Source: an optimization exercise on an open RTL-to-GDS flow (aim: small area, a short achievable clock period and few clock cycles). Production flows keep margins and buffers that such runs may drop. RTL that was checked went through simulation tests only; none was proved equivalent to the original. No functional check of the RTL was part of run 1. Power figures rest on the tool's default switching activity, not on a simulated workload.

[flow/design.v]
module LIFO
	#(parameter N=6,    
	  parameter DW=32   
	)
(
	input wire clk,
	input wire push,            
	input wire [N+2:0] dep,     
	input wire [DW-1:0] dat_i,
	output reg [DW-1:0] dat_o   
);
	reg [DW-1:0] mem [0:N-1];
	genvar i;
	generate
		for (i = 0; i < N; i = i + 1) begin : g_ent
			always @(posedge clk)
				if (push && dep[i+2]) mem[i] <= dat_i;
		end
	endgenerate
	integer j;
	always @(*) begin
		dat_o = {DW{1'b0}};
		for (j = 0; j < N; j = j + 1)
			dat_o = dat_o | ({DW{dep[j+3]}} & mem[j]);
	end
endmodule
module calculator
	(
	input wire clk,
	input wire rst,
	output reg rdy,
	input wire req_valid,
	input wire [2:0] req_instr,
	input wire [31:0] req_operand,
	output reg result_valid,
	output wire [31:0] result,
	output reg [7:0] error
);
	reg [31:0] T;       
	reg [31:0] S;       
	reg [31:0] R;       
	reg        bm1;     
	reg [8:0]  dep;     
	reg        bmul;    
	reg        bdiv;    
	reg [4:0]  cnt;     
	wire lt2  = dep[0] | dep[1];
	wire full = dep[8];
	wire i_push = (req_instr == 3'd0);
	wire i_add  = (req_instr == 3'd1);
	wire i_sub  = (req_instr == 3'd2);
	wire i_mul  = (req_instr == 3'd3);
	wire i_bad  = req_instr[2] & (req_instr[1] | req_instr[0]);
	always @(*) begin
		if (req_valid && !i_push && lt2) error = 8'd1;
		else if (req_valid && i_push && full) error = 8'd2;
		else if (req_valid && i_bad) error = 8'd3;
		else error = 8'd0;
	end
	wire ok  = i_push ? !full : (!lt2 && !i_bad);
	wire acc = rdy & req_valid & ok;
	wire [31:0] pop_val;
	LIFO #(6, 32) i_stack (
		.clk(clk),
		.push(acc & i_push),
		.dep(dep),
		.dat_i(S),
		.dat_o(pop_val)
	);
	wire one0 = bmul ? (R[0] ^ bm1) : 1'b1;
	wire two0 = bmul & ((R[1] & ~R[0] & ~bm1) | (~R[1] & R[0] & bm1));
	wire neg0 = bmul & R[1];
	wire one1 = bmul & (R[2] ^ R[1]);
	wire two1 = bmul & ((R[3] & ~R[2] & ~R[1]) | (~R[3] & R[2] & R[1]));
	wire neg1 = bmul & R[3];
	wire [31:0] S2  = {S[30:0], 1'b0};
	wire [31:0] m0  = ({32{one0}} & S) | ({32{two0}} & S2);
	wire [31:0] m1  = ({32{one1}} & S) | ({32{two1}} & S2);
	wire [31:0] pp0 = m0 ^ {32{neg0}};
	wire [31:0] pp1 = {m1[29:0], 2'b00} ^ {32{neg1}};
	wire [31:0] cs_s = T ^ pp0 ^ pp1;
	wire [31:0] cs_c = {(T[30:0] & pp0[30:0]) | (T[30:0] & pp1[30:0]) | (pp0[30:0] & pp1[30:0]), neg0};
	wire [32:0] sum33 = {cs_s, neg1} + {cs_c, neg1};
	wire [31:0] sum = sum33[32:1];
	wire [31:0] sub_b = rdy ? T : R;
	wire [32:0] d1 = {1'b0, S} - {1'b0, sub_b};
	wire        b1 = d1[32];
	function [5:0] clz;
		input [31:0] x;
		integer k;
		begin
			clz = 6'd32;
			for (k = 0; k < 32; k = k + 1)
				if (x[k]) clz = 6'd31 - k;
		end
	endfunction
	wire [5:0] zs = clz(S);
	wire [5:0] zt = clz(T);
	wire [5:0] dz = zt - zs;
	wire       div_now = (T == 32'd0) | (zt < zs);   
	wire [31:0] t_al = T << dz[4:0];
	wire mul_last = (R[31:3] == 29'd0);
	wire div_last = (cnt == 5'd0);
	wire done = (bmul & mul_last) | (bdiv & div_last);
	always @(posedge clk) begin
		if (rst) begin
			rdy <= 1'b1;
			result_valid <= 1'b0;
			dep <= 9'd1;
			bmul <= 1'b0;
			bdiv <= 1'b0;
		end else begin
			if (acc) begin
				if (i_push) begin
					dep <= {dep[7:0], 1'b0};
					result_valid <= 1'b1;
				end else if (!i_mul && !(req_instr[2] && !div_now)) begin
					dep <= {1'b0, dep[8:1]};
				end else begin
					rdy <= 1'b0;
					result_valid <= 1'b0;
					bmul <= i_mul;
					bdiv <= !i_mul;
				end
			end
			if (done) begin
				rdy <= 1'b1;
				result_valid <= 1'b1;
				bmul <= 1'b0;
				bdiv <= 1'b0;
				dep <= {1'b0, dep[8:1]};
			end
		end
	end
	always @(posedge clk) begin
		if (acc) begin
			if (i_push) begin
				T <= req_operand;
				S <= T;
			end else if (i_add) begin
				T <= sum;
				S <= pop_val;
			end else if (i_sub) begin
				T <= d1[31:0];
				S <= pop_val;
			end else if (i_mul) begin
				T <= 32'd0;
				S <= b1 ? T : S;
				R <= b1 ? S : T;
				bm1 <= 1'b0;
			end else begin
				T <= (T == 32'd0) ? 32'hFFFFFFFF : 32'd0;
				if (div_now) S <= pop_val;
				R <= t_al;
				cnt <= dz[4:0];
			end
		end else if (bmul) begin
			T <= sum;
			S <= mul_last ? pop_val : {S[27:0], 4'b0};
			R <= {4'b0, R[31:4]};
			bm1 <= R[3];
		end else if (bdiv) begin
			T <= {T[30:0], ~b1};
			if (div_last) S <= pop_val;
			else if (!b1) S <= d1[31:0];
			R <= {1'b0, R[31:1]};
			cnt <= cnt - 5'd1;
		end
	end
	assign result = T;
endmodule
[flow/run.sh]
#!/bin/bash
# synth_recipe.tcl (not shown) runs the flow's synth.tcl, then flattens the netlist and writes it again
# the make line also repeats each setting of config.mk as NAME=value (left out here)
make -C /OpenROAD-flow-scripts/flow DESIGN_CONFIG=/design/flow/config.mk WORK_HOME=/design/flow/orfs CLKGATE_MAP_FILE= SYNTH_SCRIPT=/design/flow/synth_recipe.tcl finish
[flow/config.mk]
export PLATFORM = sky130hd
export DESIGN_NAME = calculator
export DESIGN_NICKNAME = calculator
export VERILOG_FILES = /design/flow/design.v
export SDC_FILE = /design/flow/constraint.sdc
export NUM_CORES = 4
export LEC_CHECK = 0
export ABC_AREA = 1
export CAP_MARGIN = 20
export CORE_MARGIN = 2
export CORE_UTILIZATION = 40
export SETUP_SLACK_MARGIN = 4.5
export SLEW_MARGIN = 20
[flow/constraint.sdc]
create_clock -name core_clock -period 9.0 [get_ports {clk}]
set_input_delay 1.8000 -clock core_clock [delete_from_list [all_inputs] [get_ports {clk}]]
set_output_delay 1.8000 -clock core_clock [all_outputs]
set_load 0.01 [all_outputs]
==> results of run 1 <==
[final cells by class]
cell class                      instances  area [um2]
Sequential cell                       307        9100
Timing Repair Buffer                  233        2270
Multi-Input combinational cell       1963       12300
Inverter                              331        1340
Fill cell                            5179       27800
Clock buffer                           41         920
Clock inverter                         23         226
Timing Repair inverter                  8        57.6
Tap cell                              704         881
[sequential cells by signal, summed over array words and instances, names as in the netlist]
register	cells
bdiv	1
result_valid	1
i_stack.mem	192
bm1	1
S	32
dep	9
bmul	1
R	32
T	32
rdy	1
cnt	5
[cells by family after synthesis]
logic type,count (synthesis),share of synthesized area [%]
xor+xnor,130,5.15
flops,307,41.1
other cells,1,0.0169
compound gates,765,20.3
simple gates,941,17.5
buf+inv,475,8.19
fa+ha+maj,104,7.00
mux,17,0.769
[worst max-delay path by stage]
stage | start | to | slack (ns) | cells after the start
final | S[1]$_DFFE_PP_ | R[24]$_DFFE_PP_ | 3.93 | 45
after global routing | S[1]$_DFFE_PP_ | R[21]$_DFFE_PP_ | 3.62 | 45
after CTS | S[1]$_DFFE_PP_ | R[21]$_DFFE_PP_ | 4.13 | 45
after detailed placement | req_instr[1] | S[25]$_DFFE_PP_ | 2.56 | 13
after global placement | req_instr[1] | S[25]$_DFFE_PP_ | 2.64 | 13
after floorplan | req_instr[1] | i_stack.mem[0][0]$_DFFE_PP_ | 4.17 | 10
[Yosys cell counts (all sizes together), types with 8 or more instances]
| master | instances | area share [%] |
|---|---|---|
| o22ai | 65 | 1.8 |
| a31oi | 22 | 0.62 |
| o211ai | 34 | 1.2 |
| mux2i | 17 | 0.77 |
| nand2 | 638 | 11 |
| edfxtp | 294 | 40 |
| nand4 | 15 | 0.42 |
| inv | 324 | 5.5 |
| clkbuf | 114 | 1.9 |
| nor3 | 16 | 0.41 |
| ha | 71 | 4.0 |
| xnor2 | 29 | 1.1 |
| nor2 | 118 | 2.0 |
| buf | 30 | 0.64 |
| a221o | 10 | 0.45 |
| nor4 | 33 | 0.93 |
| dfxtp | 13 | 1.2 |
| a22oi | 28 | 0.97 |
| o2111ai | 24 | 0.95 |
| fa | 33 | 3.0 |
| xor2 | 101 | 4.0 |
| a221oi | 12 | 0.47 |
| nand3 | 107 | 2.4 |
| a21oi | 234 | 5.4 |
| o21ai | 290 | 6.7 |
| a21boi | 8 | 0.31 |
[stage by stage]
step,hold WS (ns),util [%],instance area [um2]
after floorplan,0.459,-,22200
after global placement,0.480,43.0,23600
after detailed placement,0.512,43.0,23600
after CTS,0.520,47.7,26200
after global routing,0.573,49.3,27100
final,0.548,49.3,27100
[power breakdown]
part	switching, mW	internal (mW)
clock network	0.620	0.850
registers	0.0370	1.59
logic	0.594	0.350
[timing repair]
item,in CTS,in global routing
pin swaps,38,55
cloned,12,4
gates resized for setup,194,133
endpoints found under the setup margin,401,102
buffers inserted,81,39
[layer usage]
| layer | GRT usage (%) | wire length [um] |
|---|---|---|
| met5 | 0 | 0 |
| met4 | 12.1 | 4170 |
| met3 | 5.00 | 7870 |
| met2 | 46.4 | 38500 |
| met1 | 39.2 | 35200 |
[cells in the final DEF (no fill, tap or decap), types with 27 or more instances in the layout]
| cell type | count |
|---|---|
| a21oi_1 | 211 |
| buf_4 | 128 |
| clkbuf_16 | 37 |
| clkdlybuf4s50_1 | 67 |
| edfxtp_1 | 294 |
| fa_1 | 32 |
| ha_1 | 59 |
| inv_1 | 293 |
| nand2_1 | 608 |
| nand3_1 | 106 |
| nor2_1 | 97 |
| nor4_1 | 33 |
| o211ai_1 | 33 |
| o21ai_0 | 224 |
| o21ai_1 | 27 |
| o21ai_2 | 32 |
| o22ai_1 | 60 |
| xor2_1 | 90 |
[critical path, delay by kind of cell (launching register included)]
family | cells | cell delay, ns
DFF | 1 | 0.45
adders and majority gates | 2 | 0.57
and+or+nand+nor | 31 | 2.05
AOI/OAI and AO/OA | 4 | 0.73
xor gates and xnor gates | 1 | 0.22
buffers and inverters | 7 | 0.93
==> run notes, run 1 <==
number of global-route vias before repair approximately 20000; DRT iter0 DRCs 2467; Leak Pwr 11.4 nW; vias 21500; RSZ-0062 raised after global routing yes; CP most frequent cell nand2_1; Max Fanout on Critical Path 6; Root Buffer clkbuf_16; Area Overhead vs Synth 22.3%; Chip Height 239 um; Netlist cell types 61; CTS Sinks 307; share of the yosys chip area belonging to registers approximately 41%; Placement Rows 86; RR Endpoint R[24]$_DFFE_PP_; final worst-path cycle share 56.3%; syn_area_per_cell 8.08 um2; Syn Std Cell Area 22100 um2; Initial Util 40.3%; HPWL after detailed placement 57.9 mm; Top FF cell, synth edfxtp_1; clk latency of the worst-skew pair 0.57 ns; CP max stage cell edfxtp_1; Period minus WS final 5.07 ns; hold endpoint dep[1]$_SDFFE_PP0P_; Post-synth ARST share 0%; Max Cap Viol 0; worst reg2reg path depth between 40 and 50; Hold Startpoint dep[1]$_SDFFE_PP0P_; Design Power 4.04 mW; pin slew with the least headroom to its limit 1.06 ns; cts hold-fix bufs 0; Post-Route WL 85.7 mm; Crit Reg-Reg Startpoint S[1]$_DFFE_PP_; setup tns final 0 ns; CTS clk-pin slew, worst paths 0.06 ns; DR DRC count 0; antenna violations before repair 0; Peak VDD IR 125 uV; first-pass GRT wire length 125 mm; Post-Syn Instances 2740; Hold Path Depth 2; Final Hold Viols 0; layout cell share with drive strength beyond 1 between 10% and 20%; grt ovf 0; CP Capture Type register; worst endpoint required time approximately 9.4 ns; CTS buffer count 36; total track usage 29.1%; Core ar. ~55000 um2; GPL Wtd Cong 0.964; CP startpoint kind register; Via density 5.95; worst slack, placed between 2 and 3 ns; H-tree depth 2; Pre-Repair DR Iteration Count 6; Final Max Tran Viols 0; pwr/cell area roughly 150 nW/um2; Die X 239 um; R2R Setup Slk between 3 and 4 ns; setup-violating endpoint count in the final report 0; final worst setup slack 3.93 ns; Avg WL per Cell 23.7 um; status no timing/DRC/antenna violations; clock buffer depth 3; Crit Path Class reg -> reg; I/O pins 80; final non-filler cell total around 3600; Worst Skew 0.0312 ns; placed cells between 3000 and 4000; Ant. Diodes 0; Hold Crit Class reg -> reg; Port Buffers 73; CTS tree yes; ANT nets after route 0; YS warnings 3; WP data arrival 5.50 ns; largest net degree at the start of global routing 66; fmax 0.197 GHz; slowest stage delay, CP 0.45 ns; layout net count 3022; EDFF count, synth between 200 and 300; Slew HR between 20% and 30%; DIE AREA 57200 um2; FF+latch count, synth 307
==> run 2, diff against run 1 <==
--- a/flow/design.v
+++ b/flow/design.v
@@ -85,17 +85,9 @@
 	wire [31:0] sub_b = rdy ? T : R;
 	wire [32:0] d1 = {1'b0, S} - {1'b0, sub_b};
 	wire        b1 = d1[32];
-	function [5:0] clz;
-		input [31:0] x;
-		integer k;
-		begin
-			clz = 6'd32;
-			for (k = 0; k < 32; k = k + 1)
-				if (x[k]) clz = 6'd31 - k;
-		end
-	endfunction
-	wire [5:0] zs = clz(S);
-	wire [5:0] zt = clz(T);
+	wire [5:0] zs, zt;
+	calc_lzc i_lzs (.x(S), .z(zs));
+	calc_lzc i_lzt (.x(T), .z(zt));
 	wire [5:0] dz = zt - zs;
 	wire       div_now = (T == 32'd0) | (zt < zs);   
 	wire [31:0] t_al = T << dz[4:0];
@@ -169,3 +161,42 @@
 	end
 	assign result = T;
 endmodule
+module calc_lzc (
+	input wire [31:0] x,
+	output wire [5:0] z
+);
+	wire [15:0] v1;
+	wire [15:0] z1;
+	genvar i;
+	generate
+		for (i = 0; i < 16; i = i + 1) begin : g1
+			assign v1[i] = x[2*i+1] | x[2*i];
+			assign z1[i] = ~x[2*i+1];
+		end
+	endgenerate
+	wire [7:0] v2;
+	wire [15:0] z2;
+	generate
+		for (i = 0; i < 8; i = i + 1) begin : g2
+			assign v2[i] = v1[2*i+1] | v1[2*i];
+			assign z2[2*i+1:2*i] = v1[2*i+1] ? {1'b0, z1[2*i+1]} : {1'b1, z1[2*i]};
+		end
+	endgenerate
+	wire [3:0] v3;
+	wire [11:0] z3;
+	generate
+		for (i = 0; i < 4; i = i + 1) begin : g3
+			assign v3[i] = v2[2*i+1] | v2[2*i];
+			assign z3[3*i+2:3*i] = v2[2*i+1] ? {1'b0, z2[4*i+3:4*i+2]} : {1'b1, z2[4*i+1:4*i]};
+		end
+	endgenerate
+	wire [1:0] v4;
+	wire [7:0] z4;
+	generate
+		for (i = 0; i < 2; i = i + 1) begin : g4
+			assign v4[i] = v3[2*i+1] | v3[2*i];
+			assign z4[4*i+3:4*i] = v3[2*i+1] ? {1'b0, z3[6*i+5:6*i+3]} : {1'b1, z3[6*i+2:6*i]};
+		end
+	endgenerate
+	assign z = v4[1] ? {2'b00, z4[7:4]} : v4[0] ? {2'b01, z4[3:0]} : 6'd32;
+endmodule
--- a/flow/config.mk
+++ b/flow/config.mk
@@ -5,7 +5,6 @@
 export SDC_FILE = /design/flow/constraint.sdc
 export NUM_CORES = 4
 export LEC_CHECK = 0
-export ABC_AREA = 1
 export CAP_MARGIN = 20
 export CORE_MARGIN = 2
 export CORE_UTILIZATION = 40
==> run 2 against run 1 <==
Highest routed layer is now met5. First-iteration DRC count rose by 52%. Worst setup slack improved by 0.25 ns. Clock power rose by 6%. Via count rose by 7.9%. Still clean. Maximum frequency rose by 5.2%. Utilization rose by 2.7 points. Die area rose by 5.5%. Sequential power rose by 6%. Cell count fell by 5.1%. Routed wire length rose by 29%.
==> run notes, run 2 <==
status no timing/DRC/antenna violations; Ant. Diodes 0 (unchanged); Top FF cell, synth edfxtp_1; layout cell share with drive strength beyond 1 25.5% (+10 points); EDFF count, synth 294 (unchanged); Placement Rows 88 (+2.3%); Via density 6.76 (+14%); Largest Register i_stack.mem; Peak VDD IR 213 uV (+71%); RSZ-0062 raised after global routing yes; synth cell count leaders 294 x edfxtp_1, 206 x nand2_1, 189 x nor2_1, 176 x a21oi_1, 171 x clkbuf_1; placed cells 3175 (-6.9%); CP most frequent cell buf_4; CTS tree yes; Pint 3.89 mW (+39%); pin slew with the least headroom to its limit 1.23 ns (+0.164 ns); Post-synth ARST share 0% (unchanged); FF+latch count, synth 307 (unchanged); Combinational Power Share 49.5% (+26 points); final core utilization 52.0% (+2.7 points); Final Hold Viols 0 (unchanged); number of global-route vias before repair 21600 (+7.6%); Clock Power Share 23.9% (-13 points); Max Cap Viol 0 (unchanged); Sw Ratio 40.3% (+9.4 points); Switch Pwr 2.63 mW (+110%); Yosys top cell by area edfxtp_1; Post-Route WL 110 mm (+29%); HPWL after detailed placement 72.9 mm (+26%); first-pass GRT wire length 155 mm (+24%); power share of the sequential group 26.6% (-14 points); slowest stage delay, CP 0.80 ns (+0.35 ns); Netlist cell types 81 (+33%); Die X 246 um (+2.7%); cts hold-fix bufs 0 (unchanged); Chip Height 246 um (+2.7%); GPL Wtd Cong 1.07 (+11%); crit-path cells or4_4, nor4b_4, nor3_1, o21ai_1, a31oi_2, o21a_1, ha_4, fa_4, buf_12, buf_4, mux4_2, buf_4, mux2i_4, a21oi_2, a222oi_1, o21ai_0; Period minus WS final 4.82 ns (-0.250 ns); Initial Util 40.5% (+0.18 points); setup tns final 0 ns (unchanged); Avg WL per Cell 32.2 um (+36%); final worst-path cycle share 53.6% (-2.8 points); most frequent cells in the layout 294 x edfxtp_1, 198 x buf_4, 191 x nand2_1; Worst Skew 0.0617 ns (+0.0305 ns); Slew HR 18.1% (-11 points); grt ovf 0 (unchanged); I/O pins 80 (unchanged); CP max stage cell fa_4; most common cell in the netlist edfxtp_1; CTS clk-pin slew, worst paths 0.08 ns (+0.02 ns); Leak Pwr 11.0 nW (-3.2%); CP Capture Type register; CTS buffer count 35 (-2.8%); Port Buffers 73 (unchanged); final non-filler cell total 3427 (-5.1%); Syn Std Cell Area 23400 um2 (+5.6%); DIE AREA 60400 um2 (+5.5%); YS warnings 3 (unchanged); cell family with most CP delay compound AO/OA/AOI/OAI gates; max FFs per register 192 (unchanged); CP startpoint kind register; total track usage 35.5% (+6.4 points); Area Overhead vs Synth 28.3%; clock buffer depth 3 (unchanged); Root Buffer clkbuf_16; pwr/cell area 217 nW/um2 (+45%); top cells by area, synth edfxtp_1 38%, mux2i_1 5.7%, a22oi_1 4.5%; Core ar. 57700 um2 (+5.1%); Worst Path Buf+Inv 3 (-4); vias 23200 (+7.9%); worst endpoint required time 9.33 ns (-0.10 ns); Max Fanout on Critical Path 5 (-1); DR DRC count 0 (unchanged); largest net degree at the start of global routing 54 (-18%); fmax 0.207 GHz (+5.2%); setup-violating endpoint count in the final report 0 (unchanged); post-synth top area share 37.8% (-2.1 points); syn_area_per_cell 9.45 um2 (+17%); layout net count 2777 (-8.1%); clk latency of the worst-skew pair 0.61 ns (+0.04 ns); CTS Sinks 307 (unchanged); WP data arrival 5.16 ns (-0.34 ns); ANT nets after route 0 (unchanged); Crit Path Class reg -> reg; DRT iter0 DRCs 3739 (+52%); share of the yosys chip area belonging to registers 38.9% (-2.2 points); Post-Syn Instances 2472 (-9.8%); commonest non-fill, non-tap cell in the layout edfxtp_1; Pre-Repair DR Iteration Count 8 (+2); H-tree depth 2 (unchanged); Hold Crit Class reg -> reg; Final Max Tran Viols 0 (unchanged); antenna violations before repair 4 (+4)
-- run 2: cell count changes after synthesis, moves of 72 or more --
cell / delta
nor2_1: +72
xor2_1: -73
inv_1: -191
mux2i_1: +115
o21ai_0: -118
nand2_1: -429
nand3_1: -79
a22oi_1: +113
-- run 2: final cells by class --
type,count,area [um2]
Fill cell,5193,27700
Clock inverter,23,313
Clock buffer,41,898
Inverter,129,490
Multi-Input combinational cell,1833,15000
Timing Repair Buffer,329,3190
Tap cell,765,957
Sequential cell,307,9100
-- run 2: worst paths after layout --
kind / cells after the start / from / end / slack, ns
setup / recovery: 16 / S[5]$_DFFE_PP_ / R[12]$_DFFE_PP_ / 4.18
hold / removal: 2 / dep[2]$_SDFFE_PP0P_ / dep[2]$_SDFFE_PP0P_ / 0.54
setup reg to reg: 16 / S[5]$_DFFE_PP_ / R[12]$_DFFE_PP_ / 4.18
hold reg to reg: 2 / dep[2]$_SDFFE_PP0P_ / dep[2]$_SDFFE_PP0P_ / 0.54
-- run 2: cell families (layout without fill, tap and decap cells) --
logic type / Yosys count / count (layout) / share of synthesized area, %
AOI/OAI and AO/OA: 786 / 786 / 22.5
and+or+nand+nor: 623 / 626 / 12.4
buffers and inverters: 341 / 522 / 5.74
DFF: 307 / 307 / 38.9
muxes: 182 / 182 / 9.03
xor gates and xnor gates: 128 / 129 / 4.80
adders and majority gates: 104 / 104 / 6.63
other: 1 / 6 / 0.0160
-- run 2: worst register-to-register path, stage by stage (launching register included) --
cell and delay (ns):
edfxtp_1 0.45, or4_4 0.53, nor4b_4 0.31, nor3_1 0.09
o21ai_1 0.15, a31oi_2 0.17, o21a_1 0.18, ha_4 0.18
fa_4 0.80, buf_12 0.15, buf_4 0.13, mux4_2 0.35
buf_4 0.17, mux2i_4 0.19, a21oi_2 0.14, a222oi_1 0.42
o21ai_0 0.14
-- run 2: stage by stage --
step / power, mW / setup WS (ns) / cell area, um2 / hold WS (ns)
2_1_floorplan: 3.20 / 4.47 / 23600 / 0.489
3_3_place_gp: 3.99 / 2.88 / 25000 / 0.529
3_5_place_dp: 3.98 / 2.81 / 25000 / 0.531
4_1_cts: 6.08 / 4.32 / 28800 / 0.542
5_1_grt: 6.68 / 4.00 / 30000 / 0.627
6_report: 6.51 / 4.18 / 30000 / 0.544
-- run 2: power groups by stage --
stage	Clock [mW]	Combinational (mW)	Sequential, mW
3_5_place_dp	0	2.17	1.81
3_3_place_gp	0	2.18	1.80
2_1_floorplan	0	1.46	1.74
4_1_cts	1.56	2.79	1.73
6_report	1.56	3.22	1.73
5_1_grt	1.62	3.33	1.73
-- run 2: per-layer routing --
metal | GRT usage (%) | vias up | wire length, um
met2 | 52.0 | 1799 | 45900
met5 | 0 | - | 42
met1 | 49.6 | 11300 | 43600
li1 | - | 9631 | -
met3 | 8.09 | 420 | 13900
met4 | 16.6 | 6 | 6960
-- run 2: what timing repair did --
item | 4_1_cts | 5_1_grt
resized for setup | 314 | 155
pin swaps | 102 | 113
buffers inserted | 133 | 42
cloned | 9 | 3
setup endpoints to repair | 381 | 102
Testbench counts of run 2, summed over its fixed seeds: cycles 7,484.
==> run 3, diff against run 2 <==
--- a/flow/config.mk
+++ b/flow/config.mk
@@ -5,6 +5,7 @@
 export SDC_FILE = /design/flow/constraint.sdc
 export NUM_CORES = 4
 export LEC_CHECK = 0
+export ABC_AREA = 1
 export CAP_MARGIN = 20
 export CORE_MARGIN = 2
 export CORE_UTILIZATION = 40
==> run 3 against run 2 <==
Routed wire length is 11% lower. Power decreased by 40%. First-iteration DRC count decreased by 18%. Clock-buffer cell count down 3. Largest power group is now sequential cells. Die area rose by 3.3%. Hold slack got worse by 0.049 ns. Maximum frequency rose by 5.5%. Still clean. Critical path type is now in -> out. Final area down 7.8%.
==> run notes, run 3 <==
Core ar. 60000 um2 (+4.0%); fmax 0.219 GHz (+5.5%); antenna violations before repair 0 (-4); final non-filler cell total 4184 (+22%); clock buffer depth 3 (unchanged); M3 GR Usage 8.05% (-0.035 points); CTS buffer count 35 (unchanged); Final Max Tran Viols 0 (unchanged); Slew HR 22.5% (+4.4 points); Chip Height 250 um (+1.6%); post-synth top area share 36.6% (-1.2 points); largest net degree at the start of global routing 67 (+24%); status no timing/DRC/antenna violations; Period minus WS final 4.57 ns (-0.250 ns); first-pass GRT wire length 143 mm (-7.7%); FF+latch count, synth 307 (unchanged); synth cell count leaders 942 x nand2_1, 397 x inv_1, 294 x edfxtp_1, 271 x o21ai_0, 249 x nor2_1; DRT iter0 DRCs 3077 (-18%); placed cells 4042 (+27%); ANT nets after route 0 (unchanged); Initial Util 40.2% (-0.27 points); vias 24300 (+5.1%); CTS clk-pin slew, worst paths 0.06 ns (-0.02 ns); CP Capture Type output pin; DIE AREA 62400 um2 (+3.3%); Top Usage Layer GRT met2; DR DRC count 0 (unchanged); Leak Pwr 12.0 nW (+8.8%); final worst setup slack 4.43 ns (+0.250 ns); layout cell share with drive strength beyond 1 9.17% (-16 points); Post-Syn Instances 3289 (+33%); most common cell in the netlist nand2_1; Port Buffers 73 (unchanged); clk latency of the worst-skew pair 0.57 ns (-0.04 ns); total track usage 30.7% (-4.8 points); Worst Skew 0.0474 ns (-0.0143 ns); Area Overhead vs Synth 14.5%; max FFs per register 192 (unchanged); Placement Rows 90 (+2.3%); Pre-Repair DR Iteration Count 8 (unchanged); syn_area_per_cell 7.34 um2 (-22%); Root Buffer clkbuf_16; commonest non-fill, non-tap cell in the layout nand2_1; number of global-route vias before repair 22600 (+4.6%); Avg WL per Cell 23.5 um (-27%); Ant. Diodes 0 (unchanged); Yosys top cell by area edfxtp_1; RSZ-0062 raised after global routing yes; most frequent cells in the layout 936 x nand2_1, 377 x inv_1, 294 x edfxtp_1; WP data arrival 2.77 ns (-2.39 ns); Largest Register i_stack.mem; Syn Std Cell Area 24200 um2 (+3.3%); Die X 250 um (+1.6%); H-tree depth 2 (unchanged); worst endpoint required time 7.20 ns (-2.13 ns); top cells by area, synth edfxtp_1 37%, nand2_1 15%, inv_1 6.2%; met2 Usage GRT 46.9% (-5.1 points); grt ovf 0 (unchanged); CTS tree yes; Final Hold Viols 0 (unchanged); Post-synth ARST share 0% (unchanged); Top FF cell, synth edfxtp_1; share of the yosys chip area belonging to registers 37.6% (-1.3 points); Crit Path Class in -> out; Via density 5.82 (-14%); setup tns final 0 ns (unchanged); Hold Crit Class reg -> reg; pin slew with the least headroom to its limit 1.16 ns (-0.0662 ns); GPL Wtd Cong 1.02 (-4.7%); CTS Sinks 307 (unchanged); layout net count 3521 (+27%); CP startpoint kind primary input; YS warnings 3 (unchanged); fill cell count 6048 (+16%); cts hold-fix bufs 0 (unchanged); EDFF count, synth 294 (unchanged); setup-violating endpoint count in the final report 0 (unchanged); Post-Route WL 98.3 mm (-11%); Max Cap Viol 0 (unchanged); pwr/cell area 140 nW/um2 (-35%); HPWL after detailed placement 70.1 mm (-3.8%); Peak VDD IR 94.1 uV (-56%); final worst-path cycle share 50.8% (-2.8 points); Max Fanout on Critical Path 4 (-1); Netlist cell types 61 (-25%); worst slack, placed 2.92 ns (+0.106 ns); I/O pins 80 (unchanged); met1 Usage GRT 40.8% (-8.8 points)
-- run 3: cell types whose count changed after synthesis, sizes merged, moves of 62 or more --
cell	previous run	this run
nand2	206	950
inv	128	419
o21ai	158	306
nand3	28	166
a22oi	140	9
mux2i	132	13
clkbuf	172	79
xnor2	100	10
nor2	189	260
o22ai	18	80
-- run 3: final cells by class --
cell class	count	area (um2)	share of cell area [%]
Clock buffer	38	908	3.29
Clock inverter	22	213	0.769
Inverter	423	1660	6.02
Multi-Input combinational cell	2420	13100	47.2
Sequential cell	307	9090	32.9
Tap cell	782	978	3.54
Timing Repair Buffer	189	1710	6.17
Timing Repair inverter	3	22.5	0.0815
-- run 3: cells by family (layout without fill, tap and decap cells) --
| logic type | after synthesis | count (layout) | synth area share, % |
|---|---|---|---|
| muxes | 13 | 13 | 0.539 |
| and+or+nand+nor | 1483 | 1486 | 25.5 |
| buffers and inverters | 570 | 675 | 9.44 |
| DFF | 307 | 307 | 37.6 |
| adders and majority gates | 104 | 104 | 6.41 |
| xor gates and xnor gates | 93 | 93 | 3.37 |
| AOI/OAI and AO/OA | 718 | 718 | 17.0 |
| other | 1 | 6 | 0.0155 |
-- run 3: path summary, 6_finish.rpt --
| check | startpoint | to | slack [ns] | cells past startpoint |
|---|---|---|---|---|
| worst max-delay path | req_instr[0] | error[1] | 4.43 | 8 |
| worst min-delay path | bdiv$_SDFFE_PP0P_ | bdiv$_SDFFE_PP0P_ | 0.49 | 2 |
| worst max register to register | S[2]$_DFFE_PP_ | R[27]$_DFFE_PP_ | 4.53 | 16 |
| worst min register to register | bdiv$_SDFFE_PP0P_ | bdiv$_SDFFE_PP0P_ | 0.49 | 2 |
-- run 3: power breakdown --
part	internal (mW)	switching (mW)
combinational	0.256	0.569
clock	0.820	0.623
sequential	1.58	0.0265
-- run 3: critical path: stages --
cell,delay [ns]
buf_8,0.10
nor2_4,0.12
buf_12,0.13
nand2_8,0.07
o21ai_4,0.08
nand2_2,0.10
a21oi_4,0.21
buf_6,0.14
-- run 3: repair_timing --
action                                  CTS  global route
setup buffers                            53            22
pin swaps                                10             6
gates cloned                              5             2
endpoints found under the setup margin  189            97
gates resized for setup                  86            40
-- run 3: routing by layer --
metal	wire, um	vias to the layer above
met2	42500	1348
met1	39400	11500
li1	-	11200
met5	0	-
met4	5210	0
met3	11200	302
-- run 3: metrics by stage --
stage | utilization, % | total power [mW] | instance area (um2) | hold WS, ns
2_1_floorplan | - | 2.14 | 24200 | 0.450
3_3_place_gp | 42.6 | 2.40 | 25600 | 0.473
3_5_place_dp | 42.6 | 2.40 | 25600 | 0.474
4_1_cts | 45.5 | 3.85 | 27300 | 0.483
5_1_grt | 46.1 | 4.01 | 27600 | 0.532
6_report | 46.1 | 3.88 | 27600 | 0.495
==> run 4, diff against run 3 <==
--- a/flow/design.v
+++ b/flow/design.v
@@ -82,14 +82,14 @@
 	wire [31:0] cs_c = {(T[30:0] & pp0[30:0]) | (T[30:0] & pp1[30:0]) | (pp0[30:0] & pp1[30:0]), neg0};
 	wire [32:0] sum33 = {cs_s, neg1} + {cs_c, neg1};
 	wire [31:0] sum = sum33[32:1];
-	wire [31:0] sub_b = rdy ? T : R;
-	wire [32:0] d1 = {1'b0, S} - {1'b0, sub_b};
+	wire [32:0] d1 = {1'b0, S} - {1'b0, R};
 	wire        b1 = d1[32];
 	wire [5:0] zs, zt;
 	calc_lzc i_lzs (.x(S), .z(zs));
 	calc_lzc i_lzt (.x(T), .z(zt));
-	wire [5:0] dz = zt - zs;
-	wire       div_now = (T == 32'd0) | (zt < zs);   
+	wire [6:0] dz = {1'b0, zt} - {1'b0, zs};
+	wire       t_zero = zt[5];                         
+	wire       div_now = t_zero | dz[6];               
 	wire [31:0] t_al = T << dz[4:0];
 	wire mul_last = (R[31:3] == 29'd0);
 	wire div_last = (cnt == 5'd0);
@@ -124,40 +124,43 @@
 			end
 		end
 	end
+	wire a_push = acc & i_push;
+	wire a_add  = acc & i_add;
+	wire a_sub  = acc & i_sub;
+	wire a_mul  = acc & i_mul;
+	wire a_div  = acc & req_instr[2];
+	wire sT_op   = a_push;
+	wire sT_sum  = a_add | bmul;
+	wire sT_sub  = a_sub;
+	wire sT_q    = bdiv;
+	wire sT_ones = a_div & t_zero;
+	wire enT     = acc | bmul | bdiv;
+	wire [31:0] T_d = ({32{sT_op}} & req_operand) | ({32{sT_sum}} & sum)
+	                | ({32{sT_sub}} & d1[31:0]) | ({32{sT_q}} & {T[30:0], ~b1})
+	                | {32{sT_ones}};
+	wire sS_T   = a_push | (a_mul & b1);
+	wire sS_pop = a_add | a_sub | (a_div & div_now) | (bmul & mul_last) | (bdiv & div_last);
+	wire sS_sh  = bmul & ~mul_last;
+	wire sS_d   = bdiv & ~div_last & ~b1;
+	wire enS    = sS_T | sS_pop | sS_sh | sS_d;
+	wire [31:0] S_d = ({32{sS_T}} & T) | ({32{sS_pop}} & pop_val)
+	                | ({32{sS_sh}} & {S[27:0], 4'b0}) | ({32{sS_d}} & d1[31:0]);
+	wire sR_S  = a_mul & b1;
+	wire sR_al = a_div & ~div_now;
+	wire sR_4  = bmul & ~mul_last;
+	wire sR_1  = bdiv & ~div_last;
+	wire sR_T  = (acc & ~i_mul & ~(req_instr[2] & ~div_now)) | done;
+	wire enR   = sR_S | sR_al | sR_4 | sR_1 | sR_T;
+	wire [31:0] R_d = ({32{sR_S}} & S) | ({32{sR_al}} & t_al) | ({32{sR_T}} & T_d)
+	                | ({32{sR_4}} & {4'b0, R[31:4]}) | ({32{sR_1}} & {1'b0, R[31:1]});
 	always @(posedge clk) begin
-		if (acc) begin
-			if (i_push) begin
-				T <= req_operand;
-				S <= T;
-			end else if (i_add) begin
-				T <= sum;
-				S <= pop_val;
-			end else if (i_sub) begin
-				T <= d1[31:0];
-				S <= pop_val;
-			end else if (i_mul) begin
-				T <= 32'd0;
-				S <= b1 ? T : S;
-				R <= b1 ? S : T;
-				bm1 <= 1'b0;
-			end else begin
-				T <= (T == 32'd0) ? 32'hFFFFFFFF : 32'd0;
-				if (div_now) S <= pop_val;
-				R <= t_al;
-				cnt <= dz[4:0];
-			end
-		end else if (bmul) begin
-			T <= sum;
-			S <= mul_last ? pop_val : {S[27:0], 4'b0};
-			R <= {4'b0, R[31:4]};
-			bm1 <= R[3];
-		end else if (bdiv) begin
-			T <= {T[30:0], ~b1};
-			if (div_last) S <= pop_val;
-			else if (!b1) S <= d1[31:0];
-			R <= {1'b0, R[31:1]};
-			cnt <= cnt - 5'd1;
-		end
+		if (enT) T <= T_d;
+		if (enS) S <= S_d;
+		if (enR) R <= R_d;
+		if (a_mul) bm1 <= 1'b0;
+		else if (bmul) bm1 <= R[3];
+		if (a_div) cnt <= dz[4:0];
+		else if (bdiv) cnt <= cnt - 5'd1;
 	end
 	assign result = T;
 endmodule
==> run 4 against run 3 <==
Still clean. Synthesized cell count decreased by 13%. Maximum frequency rose by 2.1%. Clock power hardly changed. Critical path type is now reg -> reg. Largest power group unchanged. Highest routed layer unchanged.
==> run notes, run 4 <==
Pre-Repair DR Iteration Count 7 (-1); Pint 2.63 mW (-1.0%); Switch Pwr 1.06 mW (-13%); Period minus WS final 4.48 ns (-0.0944 ns); cts hold-fix bufs 0 (unchanged); most frequent cells in the layout 747 x nand2_1, 293 x edfxtp_1, 292 x inv_1; total track usage 31.9% (+1.1 points); setup-violating endpoint count in the final report 0 (unchanged); Leak Pwr 11.1 nW (-7.9%); pwr/cell area 141 nW/um2 (+0.63%); vias 21800 (-10%); Design Power 3.69 mW (-4.9%); commonest non-fill, non-tap cell in the layout nand2_1; max FFs per register 192 (unchanged); status no timing/DRC/antenna violations; share of the yosys chip area belonging to registers 40.6% (+3.0 points); Largest Register i_stack.mem; largest net degree at the start of global routing 59 (-12%); FF/Latch Area 9080 um2 (-0.12%); DIE AREA 57700 um2 (-7.4%); fill cell count 5512 (-8.9%); first-pass GRT wire length 134 mm (-6.2%); Combinational Power Share 17.2% (-4.1 points); grt ovf 0 (unchanged); synth cell count leaders 754 x nand2_1, 306 x inv_1, 293 x edfxtp_1, 268 x nand3_1, 219 x nor2_1; post-synth top area share 39.4% (+2.8 points); Die X 240 um (-3.8%); RSZ-0062 raised after global routing yes; Chip Height 240 um (-3.8%); I/O pins 80 (unchanged); YS warnings 3 (unchanged); Max Fanout on Critical Path 15 (+11); hold slack 0.490 ns (-0.00450 ns); area of the multi-input gates 11900 um2 (-8.9%); final worst-path cycle share 49.7% (-1.0 points); clock buffer depth 3 (unchanged); layout net count 3115 (-12%); Port Buffers 73 (unchanged); pin slew with the least headroom to its limit 1.11 ns (-0.0497 ns); setup tns final 0 ns (unchanged); Final Max Tran Viols 0 (unchanged); Sw Ratio 28.7% (-2.8 points); HPWL after detailed placement 69.9 mm (-0.35%); CTS Sinks 307 (unchanged); Post-Route WL 93.4 mm (-5.0%); Yosys top cell by area edfxtp_1; CP startpoint kind register; CTS clk-pin slew, worst paths 0.06 ns (about the same); Core ar. 55200 um2 (-8.0%); Syn Std Cell Area 22300 um2 (-7.5%); clk latency of the worst-skew pair 0.55 ns (-0.02 ns); GPL Wtd Cong 1.03 (+1.0%); antenna violations before repair 0 (unchanged); layout cell share with drive strength beyond 1 10.6% (+1.5 points); WP data arrival 4.77 ns (+2.00 ns); Root Buffer clkbuf_16; DRT iter0 DRCs 2544 (-17%); FF+latch count, synth 307 (unchanged); Post-synth ARST share 0% (unchanged); Peak VDD IR 107 uV (+14%); Via density 5.82 (about the same); DR DRC count 0 (unchanged); most common cell in the netlist nand2_1; Slew HR 25.9% (+3.4 points); number of global-route vias before repair 20600 (-8.5%); worst endpoint required time 9.29 ns (+2.09 ns); fmax 0.223 GHz (+2.1%); Final Hold Viols 0 (unchanged); Max Cap Viol 0 (unchanged); EDFF count, synth 293 (-0.34%); H-tree depth 2 (unchanged); top cells by area, synth edfxtp_1 39%, nand2_1 13%, nand3_1 6.0%; CTS buffer count 35 (unchanged); Initial Util 40.5% (+0.22 points); Crit Path Class reg -> reg; CP Capture Type register; Hold Crit Class reg -> reg; Avg WL per Cell 24.9 um (+6.1%); power share of the sequential group 43.5% (+2.0 points); ANT nets after route 0 (unchanged); Netlist cell types 63 (+3.3%); CTS tree yes; Clock Power Share 39.3% (+2.1 points); Post-Syn Instances 2849 (-13%); syn_area_per_cell 7.84 um2 (+6.8%); Top FF cell, synth edfxtp_1; Placement Rows 86 (-4.4%); Worst Skew 0.0260 ns (-0.0214 ns); Area Overhead vs Synth 17.0%
## run 4: cell types whose count changed in the layout (fill, tap and decap cells not counted), sizes merged, moves of 9 or more
cell,delta
a21oi,-58
a22o,+28
a221oi,-14
o21ai,-129
nor2,-35
inv,-89
clkinvlp,-10
nand3,+104
xnor2,-9
o211ai,-25
nand4,+17
nand2,-178
## run 4: final timing paths
kind / slack (ns) / endpoint / cells past startpoint / start
max: 4.52 / R[21]$_DFFE_PP_ / 22 / R[1]$_DFFE_PP_
min reg2reg: 0.49 / rdy$_SDFFE_PP1P_ / 2 / rdy$_SDFFE_PP1P_
min: 0.49 / rdy$_SDFFE_PP1P_ / 2 / rdy$_SDFFE_PP1P_
max reg2reg: 4.52 / R[21]$_DFFE_PP_ / 22 / R[1]$_DFFE_PP_
## run 4: what timing repair did
action                     4_1_cts  5_1_grt
gates cloned                     5        4
setup endpoints to repair      178      117
pin swaps                        5       11
buffers inserted                24       65
resized for setup               82       83
## run 4: power by group through the flow
stage	combinational (mW)	clock, mW	sequential [mW]
global placement	0.548	0	1.64
global route	0.691	1.52	1.61
detailed placement	0.548	0	1.64
finish	0.634	1.45	1.61
floorplan	0.372	0	1.63
CTS	0.579	1.47	1.61
## run 4: cell families (layout without fill, tap and decap cells)
group / after synthesis / after routing / synth area share [%]
and+or+nand+nor: 1383 / 1386 / 26.6
AOI/OAI and AO/OA: 529 / 529 / 14.2
buffers and inverters: 437 / 579 / 8.08
DFF: 307 / 307 / 40.6
adders and majority gates: 104 / 104 / 6.94
xor gates and xnor gates: 82 / 82 / 3.25
muxes: 6 / 6 / 0.269
other: 1 / 7 / 0.0168
## run 4: per-stage QoR
stage / std cells / worst slack, ns / util [%] / cell area [um2]
after global placement: 3585 / 3.16 / 42.9 / 23700
after CTS: 3678 / 4.50 / 45.9 / 25300
final: 3748 / 4.52 / 47.4 / 26100
after global routing: 3747 / 4.45 / 47.3 / 26100
after floorplan: 2854 / 4.67 / - / 22400
after detailed placement: 3586 / 3.12 / 42.9 / 23700
## run 4: final cells by class
class | instances | area share [%]
diodes | 1 | 0.00957
clock buffers | 38 | 3.48
clock inverters | 25 | 0.929
inverters | 323 | 4.95
multi-input cells | 2113 | 45.5
flip-flops and latches | 307 | 34.7
well taps | 748 | 3.58
repair buffers | 189 | 6.70
repair inverters | 4 | 0.101
## run 4: metal layers
metal | global-route usage (%) | routed length [um] | part of all wire [%]
met1 | 43.1 | 38600 | 41
met2 | 49.9 | 41400 | 44
met3 | 4.10 | 7600 | 8.1
met4 | 16.7 | 5880 | 6.3
met5 | 0 | 0 | 0
## run 4: worst max-delay path, cell delays in order (launching register included)
cell and delay (ns):
edfxtp_1 0.50, nand2_1 0.11, inv_1 0.06, nor2_4 0.25
nand2_2 0.33, o22ai_1 0.30, xor2_1 0.11, fa_1 0.51
inv_1 0.05, ha_1 0.32, nand2_1 0.12, nor2_1 0.21
nand2_1 0.08, nand2_1 0.15, nand3_1 0.11, nand2_1 0.25
nand2_1 0.13, nand2_1 0.09, nand2_1 0.05, nand3_1 0.09
nand3_1 0.24, nand2_1 0.12, nand2_1 0.06
Testbench counts of run 4, summed over its fixed seeds: cycles 7,484.
==> run 5, diff against run 4 <==
--- a/flow/config.mk
+++ b/flow/config.mk
@@ -11,3 +11,4 @@
 export CORE_UTILIZATION = 40
 export SETUP_SLACK_MARGIN = 4.5
 export SLEW_MARGIN = 20
+export TNS_END_PERCENT = 0
==> run 5 against run 4 <==
Largest cell class unchanged. Final area down 0.29%. Non-clock buffer count grew 4. Hold slack improved by 0.0031 ns. Maximum frequency is 1.0% lower. Routed wire length is 0.66% lower. Combinational power is 2% lower. Global-route usage is 0.44 points lower. Still clean. Die area unchanged. Synthesized cell count unchanged. Clock-buffer cell count unchanged. Area after synthesis stayed put. Clock skew is essentially flat.
==> run notes, run 5 <==
vias 21900 (+0.52%); Largest Register i_stack.mem; CTS buffer count 35 (unchanged); RSZ-0062 raised after global routing yes; Die X 240 um (unchanged); share of the yosys chip area belonging to registers 40.6% (unchanged); CP Capture Type register; Leak Pwr 11.1 nW (+0.20%); pwr/cell area 141 nW/um2 (about the same); H-tree depth 2 (unchanged); fmax 0.221 GHz (-1.0%); Chip Height 240 um (unchanged); Peak VDD IR 106 uV (-0.64%); Post-synth ARST share 0% (unchanged); synth cell count leaders 754 x nand2_1, 306 x inv_1, 293 x edfxtp_1, 268 x nand3_1, 219 x nor2_1; Top FF cell, synth edfxtp_1; Worst Path Buf+Inv 3 (+1); setup-violating endpoint count in the final report 0 (unchanged); fill cell count 5544 (+0.58%); Crit Reg-Reg Startpoint S[0]$_DFFE_PP_; Max Fanout on Critical Path 22 (+7); number of global-route vias before repair 20500 (-0.47%); post-synth top area share 39.4% (unchanged); total track usage 31.4% (-0.44 points); CTS clk-pin slew, worst paths 0.06 ns (about the same); most common cell in the netlist nand2_1; Final Max Tran Viols 0 (unchanged); setup tns final 0 ns (unchanged); max FFs per register 192 (unchanged); Hold Startpoint dep[0]$_SDFFE_PP1P_; Core ar. 55200 um2 (unchanged); HPWL after detailed placement 69.9 mm (unchanged); Period minus WS final 4.52 ns (+0.0461 ns); EDFF count, synth 293 (unchanged); CP startpoint kind register; Initial Util 40.5% (unchanged); largest net degree at the start of global routing 59 (unchanged); Hold Crit Class reg -> reg; cts hold-fix bufs 0 (unchanged); status no timing/DRC/antenna violations; first-pass GRT wire length 133 mm (-1.2%); commonest non-fill, non-tap cell in the layout nand2_1; clk latency of the worst-skew pair 0.54 ns (about the same); grt ovf 0 (unchanged); top cells by area, synth edfxtp_1 39%, nand2_1 13%, nand3_1 6.0%; Max Cap Viol 0 (unchanged); Area Overhead vs Synth 16.7%; Via density 5.84 (+0.44%); Post-Syn Instances 2849 (unchanged); Post-Route WL 92.8 mm (-0.66%); Final Hold Viols 0 (unchanged); GPL Wtd Cong 1.03 (unchanged); Placement Rows 86 (unchanged); Worst Skew 0.0261 ns (+0.0000919 ns); clock buffer depth 3 (unchanged); Root Buffer clkbuf_16; YS warnings 3 (unchanged); crit-path cells inv_1, ha_1, inv_1, fa_1, nand3_1, nand3_1, nand2_1, nand2_1, nand2_1, nand2_1, nand3b_1, nand3_2, inv_1, a21oi_1, nand3_1; CTS Sinks 307 (unchanged); origin of the worst setup path S[0]$_DFFE_PP_; Port Buffers 73 (unchanged); final worst-path cycle share 50.2% (+0.51 points); ANT nets after route 0 (unchanged); CTS tree yes; most frequent cells in the layout 748 x nand2_1, 294 x inv_1, 293 x edfxtp_1; layout cell share with drive strength beyond 1 10.3% (-0.34 points); Yosys top cell by area edfxtp_1; worst endpoint required time 9.39 ns (+0.10 ns); syn_area_per_cell 7.84 um2 (unchanged); CP most frequent cell nand2_1; Syn Std Cell Area 22300 um2 (unchanged); Avg WL per Cell 24.7 um (-0.74%); antenna violations before repair 0 (unchanged); cell family with most CP delay simple AND/OR/NAND/NOR gates; I/O pins 80 (unchanged); Slew HR 25.3% (-0.60 points); WP data arrival 4.92 ns (+0.15 ns); CP max stage cell inv_1; DR DRC count 0 (unchanged); Crit Path Class reg -> reg; Design Power 3.68 mW (-0.31%); slowest stage delay, CP 0.86 ns (+0.35 ns); layout net count 3118 (+0.096%); Netlist cell types 63 (unchanged); FF+latch count, synth 307 (unchanged); DIE AREA 57700 um2 (unchanged); pin slew with the least headroom to its limit 1.12 ns (+0.00896 ns); Pre-Repair DR Iteration Count 6 (-1); DRT iter0 DRCs 2529 (-0.59%)
## run 5: area by class of cell
cell class	instances	area (um2)	share of cell area (%)
Multi-Input combinational cell	2113	11800	45.3
Clock inverter	25	243	0.931
Clock buffer	38	908	3.49
Tap cell	748	936	3.59
Sequential cell	307	9080	34.8
Timing Repair Buffer	193	1760	6.75
Inverter	323	1290	4.95
Antenna cell	1	2.50	0.00960
Timing Repair inverter	3	21.3	0.0816
## run 5: repair_timing
item | in CTS | in global routing
gates resized for setup | 58 | 87
gates cloned | 2 | 5
pin swaps | 3 | 13
setup endpoints to repair | 178 | 122
buffers inserted | 16 | 78
## run 5: metal layers
metal,vias to the layer above,part of all wire (%),track usage [%]
met5,-,0,0
met4,0,6.5,16.7
met3,242,8.2,4.09
met1,10500,41,42.5
li1,10000,-,-
met2,1144,44,49.1
## run 5: kinds of logic (layout without fill, tap and decap cells)
logic type | after synthesis | count (layout) | synth area share, %
adder cells (fa/ha/maj) | 104 | 104 | 6.94
buffers and inverters | 437 | 582 | 8.08
XOR/XNOR | 82 | 82 | 3.25
AO/OA/AOI/OAI | 529 | 529 | 14.2
other | 1 | 7 | 0.0168
multiplexers | 6 | 6 | 0.269
AND/OR/NAND/NOR | 1383 | 1386 | 26.6
flip-flops | 307 | 307 | 40.6
## run 5: per-stage QoR
step	std cells	instance area [um2]	setup slack, ns	hold slack, ns	util [%]
after floorplan	2854	22400	4.67	0.444	-
after global placement	3585	23700	3.16	0.482	42.9
after global routing	3750	26100	4.43	0.506	47.2
final	3751	26100	4.48	0.494	47.2
after CTS	3667	25100	4.39	0.492	45.5
after detailed placement	3586	23700	3.12	0.483	42.9
## run 5: power breakdown
part / switching [mW] / internal, mW
combinational: 0.422 / 0.202
sequential: 0.0287 / 1.58
clock: 0.600 / 0.849
## run 5: worst min-delay path, delay by kind of cell (launching register included)
kind	cells	cell delay, ns
AND/OR/NAND/NOR	2	0.11
flip-flops	1	0.33
## run 5: worst paths after layout
path,end,slack [ns],cells past startpoint
hold reg to reg,dep[0]$_SDFFE_PP1P_,0.49,2
setup / recovery,R[23]$_DFFE_PP_,4.48,15
setup reg to reg,R[23]$_DFFE_PP_,4.48,15
hold / removal,dep[0]$_SDFFE_PP1P_,0.49,2
==> run 6, diff against run 5 <==
--- a/flow/config.mk
+++ b/flow/config.mk
@@ -9,6 +9,6 @@
 export CAP_MARGIN = 20
 export CORE_MARGIN = 2
 export CORE_UTILIZATION = 40
+export CTS_BUF_LIST = sky130_fd_sc_hd__clkbuf_4 sky130_fd_sc_hd__clkbuf_8
 export SETUP_SLACK_MARGIN = 4.5
 export SLEW_MARGIN = 20
-export TNS_END_PERCENT = 0
==> run 6 against run 5 <==
Still clean on timing, DRC and antenna. Via count increased by 0.40%. Sequential cell count stayed put. Clock skew is 0.021 ns higher. Combinational power grew 0.6%. Sequential power is essentially flat. Critical path depth fell by 8. Cell count rose by 0.80%. Utilization decreased by 0.19 points. Synthesized cell count stayed put. Maximum frequency grew 1.2%. Clock-buffer cell count rose by 29. Non-clock buffer count down 5. Highest routed layer unchanged.
==> run notes, run 6 <==
Combinational Power Share 17.9% (+1.0 points); Pre-Repair DR Iteration Count 5 (-1); final non-filler cell total 3781 (+0.80%); Hold Crit Class reg -> reg; Final Hold Viols 0 (unchanged); commonest non-fill, non-tap cell in the layout nand2_1; EDFF count, synth 293 (unchanged); Root Buffer clkbuf_8; HPWL after detailed placement 69.9 mm (unchanged); CTS buffer count 52 (+49%); max FFs per register 192 (unchanged); fill cell count 5546 (+0.036%); worst slack, placed 3.12 ns (unchanged); Max Cap Viol 0 (unchanged); clock buffer depth 3 (unchanged); largest net degree at the start of global routing 59 (unchanged); Peak VDD IR 94.8 uV (-11%); hold slack 0.490 ns (-0.00384 ns); Hold Startpoint rdy$_SDFFE_PP1P_; Core ar. 55200 um2 (unchanged); Hold Path Depth 2 (unchanged); Design Power 3.50 mW (-4.8%); power share of the sequential group 45.8% (+2.2 points); most frequent cells in the layout 746 x nand2_1, 294 x inv_1, 293 x edfxtp_1; first-pass GRT wire length 134 mm (+1.4%); Die X 240 um (unchanged); Port Buffers 73 (unchanged); Yosys top cell by area edfxtp_1; Leak Pwr 11.0 nW (-0.66%); clk latency of the worst-skew pair 0.66 ns (+0.12 ns); Post-Syn Instances 2849 (unchanged); vias 22000 (+0.40%); ANT nets after route 0 (unchanged); status no timing/DRC/antenna violations; final worst-path cycle share 49.7% (-0.59 points); layout cell share with drive strength beyond 1 11.4% (+1.1 points); Period minus WS final 4.47 ns (-0.0528 ns); DR top layer met4; total track usage 32.0% (+0.55 points); R2R Setup Slk 4.55 ns (+0.07 ns); I/O pins 80 (unchanged); YS warnings 3 (unchanged); Clock Power Share 36.3% (-3.1 points); Largest Register i_stack.mem; Crit Reg-Reg Startpoint S[0]$_DFFE_PP_; most common cell in the netlist nand2_1; top cells by area, synth edfxtp_1 39%, nand2_1 13%, nand3_1 6.0%; syn_area_per_cell 7.84 um2 (unchanged); Sw Ratio 30.2% (+1.6 points); Post-Route WL 93.9 mm (+1.2%); number of global-route vias before repair 20900 (+1.7%); met2 wire length 41.5 mm (+1.7%); Top FF cell, synth edfxtp_1; fmax 0.224 GHz (+1.2%); FF+latch count, synth 307 (unchanged); setup tns final 0 ns (unchanged); final worst setup slack 4.53 ns (+0.0528 ns); grt ovf 0 (unchanged); Chip Height 240 um (unchanged); share of the yosys chip area belonging to registers 40.6% (unchanged); Initial Util 40.5% (unchanged); Final Max Tran Viols 0 (unchanged); Crit Path Class in -> out; cts hold-fix bufs 0 (unchanged); worst reg2reg path depth 16 (+1); pin slew with the least headroom to its limit 1.15 ns (+0.0335 ns); DRT iter0 DRCs 2395 (-5.3%); placed inst area 23700 um2 (unchanged); GPL Wtd Cong 1.03 (unchanged); Pint 2.45 mW (-6.9%); WP data arrival 2.67 ns (-2.25 ns); RR Endpoint S[31]$_DFFE_PP_; final core utilization 47.0% (-0.19 points); pwr/cell area 135 nW/um2 (-4.4%); synth cell count leaders 754 x nand2_1, 306 x inv_1, 293 x edfxtp_1, 268 x nand3_1, 219 x nor2_1; worst endpoint required time 7.20 ns (-2.19 ns); Via density 5.82 (-0.40%); Avg WL per Cell 24.8 um (+0.41%); layout net count 3131 (+0.42%); CP startpoint kind primary input; RSZ-0062 raised after global routing yes; Area Overhead vs Synth 16.2%; post-synth top area share 39.4% (unchanged); Post-synth ARST share 0% (unchanged); CTS clk-pin slew, worst paths 0.06 ns (about the same); H-tree depth 2 (unchanged); Placement Rows 86 (unchanged); CTS tree yes; CTS Sinks 307 (unchanged); CP Capture Type output pin; DIE AREA 57700 um2 (unchanged); Worst Skew 0.0472 ns (+0.0211 ns); setup-violating endpoint count in the final report 0 (unchanged); hold endpoint rdy$_SDFFE_PP1P_; cell area after layout 26000 um2 (-0.41%); Netlist cell types 63 (unchanged); Syn Std Cell Area 22300 um2 (unchanged); metal3 WL 7.64 mm (+0.22%); Max Fanout on Critical Path 5 (-77%); Switch Pwr 1.06 mW (+0.51%); DR DRC count 0 (unchanged); antenna violations before repair 1 (+1); placed cells 3586 (unchanged); Slew HR 23.0% (-2.2 points); metal1 wirelength 39.0 mm (+1.6%)
## run 6: worst max path at each step
stage	from	depth (start not counted)	slack, ns	end
6_report	req_instr[0]	7	4.53	error[1]
5_1_grt	R[0]$_DFFE_PP_	23	4.44	R[16]$_DFFE_PP_
4_1_cts	req_instr[2]	7	4.50	error[1]
3_5_place_dp	req_instr[0]	13	3.12	S[28]$_DFFE_PP_
3_3_place_gp	req_instr[0]	13	3.16	S[28]$_DFFE_PP_
2_1_floorplan	S[14]$_DFFE_PP_	21	4.67	R[0]$_DFFE_PP_
## run 6: cell families after synthesis
family / after synthesis / synth area share [%]
AO/OA/AOI/OAI: 529 / 14.2
XOR/XNOR: 82 / 3.25
adder cells (fa/ha/maj): 104 / 6.94
buffers and inverters: 437 / 8.08
flip-flops: 307 / 40.6
multiplexers: 6 / 0.269
other: 1 / 0.0168
AND/OR/NAND/NOR: 1383 / 26.6
## run 6: routing by layer
layer,track usage (%),vias to the layer above
met5,0,-
met4,17.2,0
met3,4.85,236
met2,49.9,1130
met1,42.8,10600
li1,-,10000
## run 6: power groups by stage
stage                     Combinational [mW]  Clock [mW]  Sequential (mW)
after CTS                              0.580        1.28             1.61
final                                  0.628        1.27             1.61
after floorplan                        0.372           0             1.63
after detailed placement               0.548           0             1.64
after global routing                   0.685        1.34             1.61
after global placement                 0.548           0             1.64
## run 6: layout make-up
| cell class | count | area [um2] | area share (%) |
|---|---|---|---|
| Timing Repair inverter | 4 | 26.3 | 0.101 |
| Clock buffer | 67 | 835 | 3.22 |
| Inverter | 323 | 1290 | 4.97 |
| Antenna cell | 3 | 7.51 | 0.0289 |
| Timing Repair Buffer | 188 | 1710 | 6.59 |
| Multi-Input combinational cell | 2113 | 11900 | 45.7 |
| Sequential cell | 307 | 9080 | 35.0 |
| Clock inverter | 28 | 193 | 0.742 |
| Tap cell | 748 | 936 | 3.61 |
## run 6: critical path: stages
cell and delay, ns:
clkbuf_4 0.15, nor2_4 0.19, nand2_8 0.09, inv_6 0.08
nand2_8 0.06, a21oi_4 0.17, buf_6 0.12
## run 6: repair_timing
item / 4_1_cts / 5_1_grt
setup endpoints to repair: 169 / 116
gates cloned: 5 / 4
setup buffers: 29 / 59
endpoints found under the hold margin: 0 / 0
gates resized for setup: 83 / 80
pin swaps: 6 / 10
==> run 7, diff against run 6 <==
--- a/flow/config.mk
+++ b/flow/config.mk
@@ -6,9 +6,9 @@
 export NUM_CORES = 4
 export LEC_CHECK = 0
 export ABC_AREA = 1
-export CAP_MARGIN = 20
+export CAP_MARGIN = 0
 export CORE_MARGIN = 2
-export CORE_UTILIZATION = 40
+export CORE_UTILIZATION = 50
 export CTS_BUF_LIST = sky130_fd_sc_hd__clkbuf_4 sky130_fd_sc_hd__clkbuf_8
 export SETUP_SLACK_MARGIN = 4.5
-export SLEW_MARGIN = 20
+export SLEW_MARGIN = 0
==> run 7 against run 6 <==
Largest cell class unchanged. Still clean. Maximum frequency rose by 0.54%. Area after synthesis is the same. Critical path type is now reg -> reg. Final area fell by 1.7%. Via count rose by 0.24%. Utilization is 11 points higher.
==> run notes, run 7 <==
Netlist cell types 63 (unchanged); final non-filler cell total 3600 (-4.8%); Design Power 3.41 mW (-2.8%); fmax 0.225 GHz (+0.54%); Synth Area in Compound Gates 14.2% (unchanged); Final Hold Viols 0 (unchanged); Avg WL per Cell 25.1 um (+0.92%); Via density 6.13 (+5.3%); CP startpoint kind register; top cells by area, synth edfxtp_1 39%, nand2_1 13%, nand3_1 6.0%; Slew HR 35.7% (+13 points); area of the multi-input gates 11800 um2 (-0.46%); final core utilization 57.8% (+11 points); WP data arrival 4.81 ns (+2.14 ns); post-synthesis xor/xnor area fraction 3.25% (unchanged); Peak VDD IR 87.4 uV (-7.8%); Port Buffers 73 (unchanged); Largest Register i_stack.mem; synth cell count leaders 754 x nand2_1, 306 x inv_1, 293 x edfxtp_1, 268 x nand3_1, 219 x nor2_1; setup tns final 0 ns (unchanged); placed cells 3434 (-4.2%); CTS buffer count 48 (-7.7%); Initial Util 50.6% (+10 points); Period minus WS final 4.45 ns (-0.0242 ns); Top Usage Layer GRT met2; Yosys top cell by area edfxtp_1; Max Fanout on Critical Path 28 (+23); Final Max Tran Viols 0 (unchanged); fill cell count 4239 (-24%); Pre-Repair DR Iteration Count 7 (+2); Post-Route WL 90.3 mm (-3.9%); H-tree depth 2 (unchanged); area share of and/or/nand/nor cells after synthesis 26.6% (unchanged); Chip Height 215 um (-10%); worst endpoint required time 9.37 ns (+2.17 ns); clk latency of the worst-skew pair 0.63 ns (-0.03 ns); Syn Std Cell Area 22300 um2 (unchanged); most frequent cells in the layout 745 x nand2_1, 293 x edfxtp_1, 292 x inv_1; DR DRC count 0 (unchanged); Worst Skew 0.0497 ns (+0.00250 ns); max FFs per register 192 (unchanged); DRT iter0 DRCs 2790 (+16%); adder-cell share of the synthesized area 6.94% (unchanged); post-synth top area share 39.4% (unchanged); pwr/cell area 134 nW/um2 (-1.1%); CTS Sinks 307 (unchanged); DIE AREA 46400 um2 (-20%); Leak Pwr 11.0 nW (-0.64%); number of global-route vias before repair 20500 (-1.9%); Area Overhead vs Synth 14.2%; met1 Usage GRT 50.7% (+7.9 points); EDFF count, synth 293 (unchanged); grt ovf 0 (unchanged); CTS clk-pin slew, worst paths 0.06 ns (about the same); final worst-path cycle share 49.4% (-0.27 points); Top FF cell, synth edfxtp_1; largest net degree at the start of global routing 59 (unchanged); Die X 215 um (-10%); clock buffer depth 3 (unchanged); GPL Wtd Cong 1.05 (+1.4%); FF/Latch Area 9080 um2 (unchanged); YS warnings 3 (unchanged); Hold Path Depth 2 (unchanged); main combinational cell family by area after synthesis simple AND/OR/NAND/NOR gates; mux cell area share after synthesis 0.269% (unchanged); total track usage 37.9% (+5.9 points); vias 22100 (+0.24%); Placement Rows 77 (-10%); first-pass GRT wire length 131 mm (-2.9%); Crit Path Class reg -> reg; FF+latch count, synth 307 (unchanged); HPWL after detailed placement 67.0 mm (-4.1%); Core ar. 44100 um2 (-20%); layout cell share with drive strength beyond 1 11.0% (-0.31 points); cell area after layout 25500 um2 (-1.7%); status no timing/DRC/antenna violations; setup-violating endpoint count in the final report 0 (unchanged); most common cell in the netlist nand2_1; Post-Syn Instances 2849 (unchanged); Hold Crit Class reg -> reg; CTS tree yes; Root Buffer clkbuf_8; pin slew with the least headroom to its limit 0.957 ns (-0.197 ns); ANT nets after route 0 (unchanged); cts hold-fix bufs 0 (unchanged); worst reg2reg path depth 23 (+7); RSZ-0062 raised after global routing yes; M3 GR Usage 6.57% (+1.7 points); share of the yosys chip area belonging to registers 40.6% (unchanged); placed inst area 23500 um2 (-0.82%); Post-synth ARST share 0% (unchanged); met2 Usage GRT 59.5% (+9.7 points); Max Cap Viol 0 (unchanged); antenna violations before repair 0 (-1); layout net count 3114 (-0.54%); commonest non-fill, non-tap cell in the layout nand2_1; syn_area_per_cell 7.84 um2 (unchanged); CP Capture Type register; I/O pins 80 (unchanged)
## run 7: cell types whose count changed in the layout (fill, tap and decap cells not counted), moves of 4 or more
cell,delta
nor2_2,-5
clkinv_1,-15
nor2_1,+8
inv_2,+4
buf_4,-13
clkinvlp_4,-4
clkbuf_4,+11
## run 7: report_power, final
group,switching [mW],internal [mW],total [mW]
Combinational,0.421,0.200,0.621
Sequential,0.0265,1.58,1.60
Clock,0.559,0.623,1.18
## run 7: layout make-up
type / count / area share [%]
multi-input cells: 2112 / 46.3
flip-flops and latches: 307 / 35.6
repair buffers: 178 / 6.42
inverters: 323 / 4.97
clock buffers: 76 / 3.46
well taps: 592 / 2.90
clock inverters: 9 / 0.231
repair inverters: 2 / 0.0540
diodes: 1 / 0.00981
## run 7: repair_timing
item	in CTS	in global routing
setup endpoints to repair	161	110
gates cloned	3	4
gates resized for setup	62	86
pin swaps	5	7
setup buffers	22	51
## run 7: metal layers
metal | vias up | share of wire [%] | routed length, um
met1 | 10400 | 39 | 34800
met4 | 0 | 6.2 | 5620
met2 | 1336 | 45 | 40400
met5 | - | 0 | 0
li1 | 10000 | - | -
met3 | 265 | 10 | 9420
## run 7: worst paths after layout
check | startpoint | endpoint | slack [ns]
worst max-delay path | R[0]$_DFFE_PP_ | R[27]$_DFFE_PP_ | 4.55
worst min-delay path | rdy$_SDFFE_PP1P_ | rdy$_SDFFE_PP1P_ | 0.47
worst max register to register | R[0]$_DFFE_PP_ | R[27]$_DFFE_PP_ | 4.55
worst min register to register | rdy$_SDFFE_PP1P_ | rdy$_SDFFE_PP1P_ | 0.47
## run 7: cells by family (layout without fill, tap and decap cells)
logic type      Yosys count  after routing
simple gates           1383           1385
xor+xnor                 82             82
fa+ha+maj               104            104
compound gates          529            529
flops                   307            307
other cells               1              7
mux                       6              6
buf+inv                 437            588
## run 7: critical path, cell delays in order, from the launching register on
cell and delay [ns]:
edfxtp_1 0.45, inv_1 0.08, nand2_1 0.09, nand3_2 0.28, inv_2 0.18, buf_8 0.22
o22ai_1 0.12, xor2_1 0.16, fa_1 0.51, inv_1 0.06, ha_1 0.35, nand2_1 0.14
nor2_1 0.33, nand2_1 0.10, nand2_1 0.18, nand2_1 0.07, nand2_1 0.13, nand2_1 0.17
nand2_1 0.10, nand2_1 0.05, nand3_1 0.13, nand3_1 0.12, nand2_1 0.09, nand2_1 0.06
## run 7: through the flow
stage          hold slack (ns)  setup WS (ns)
2_1_floorplan            0.444           4.67
3_3_place_gp             0.459           3.42
3_5_place_dp             0.458           3.32
4_1_cts                  0.470           4.44
5_1_grt                  0.487           4.39
6_report                 0.472           4.55

[re-timing with driven ports]
How much do the figures lean on ideal ports? The routed layouts below were timed once more, with nothing changed but the port constraints.
Step 1 sets driving cells, clkbuf_16 on the clock port and buf_2 on the other inputs (assumed; they add their load-dependent delay and slew).
Step 2 adds t to the input delays and takes it off the output delays; t is the mean of the earliest and latest rising clock arrival at the registers after step 1. Input paths then give back, and output paths get back, about the clock's delay inside the block.
Slacks: ideal ports / drivers / drivers and shift; pairs: ideal ports / drivers.
run	t, ns	slack for setup (ns)	worst hold slack (ns)
run 1	0.615	3.929 / 3.929 / 3.929	0.548 / 0.548 / 0.548
run 2	0.640	4.179 / 4.179 / 3.787	0.544 / 0.544 / 0.544
run 3	0.608	4.429 / 4.391 / 4.017	0.495 / 0.495 / 0.495
run 4	0.587	4.524 / 4.510 / 4.390	0.490 / 0.490 / 0.490
run 5	0.590	4.478 / 4.468 / 4.270	0.494 / 0.494 / 0.494
run 6	0.689	4.530 / 4.509 / 4.292	0.490 / 0.490 / 0.490
run 7	0.653	4.555 / 4.552 / 4.364	0.472 / 0.472 / 0.472
After both steps every run listed still meets setup and hold. For run 3, which loses most, drivers alone change the setup slack by -0.038 ns; drivers and shift together by -0.412 ns.
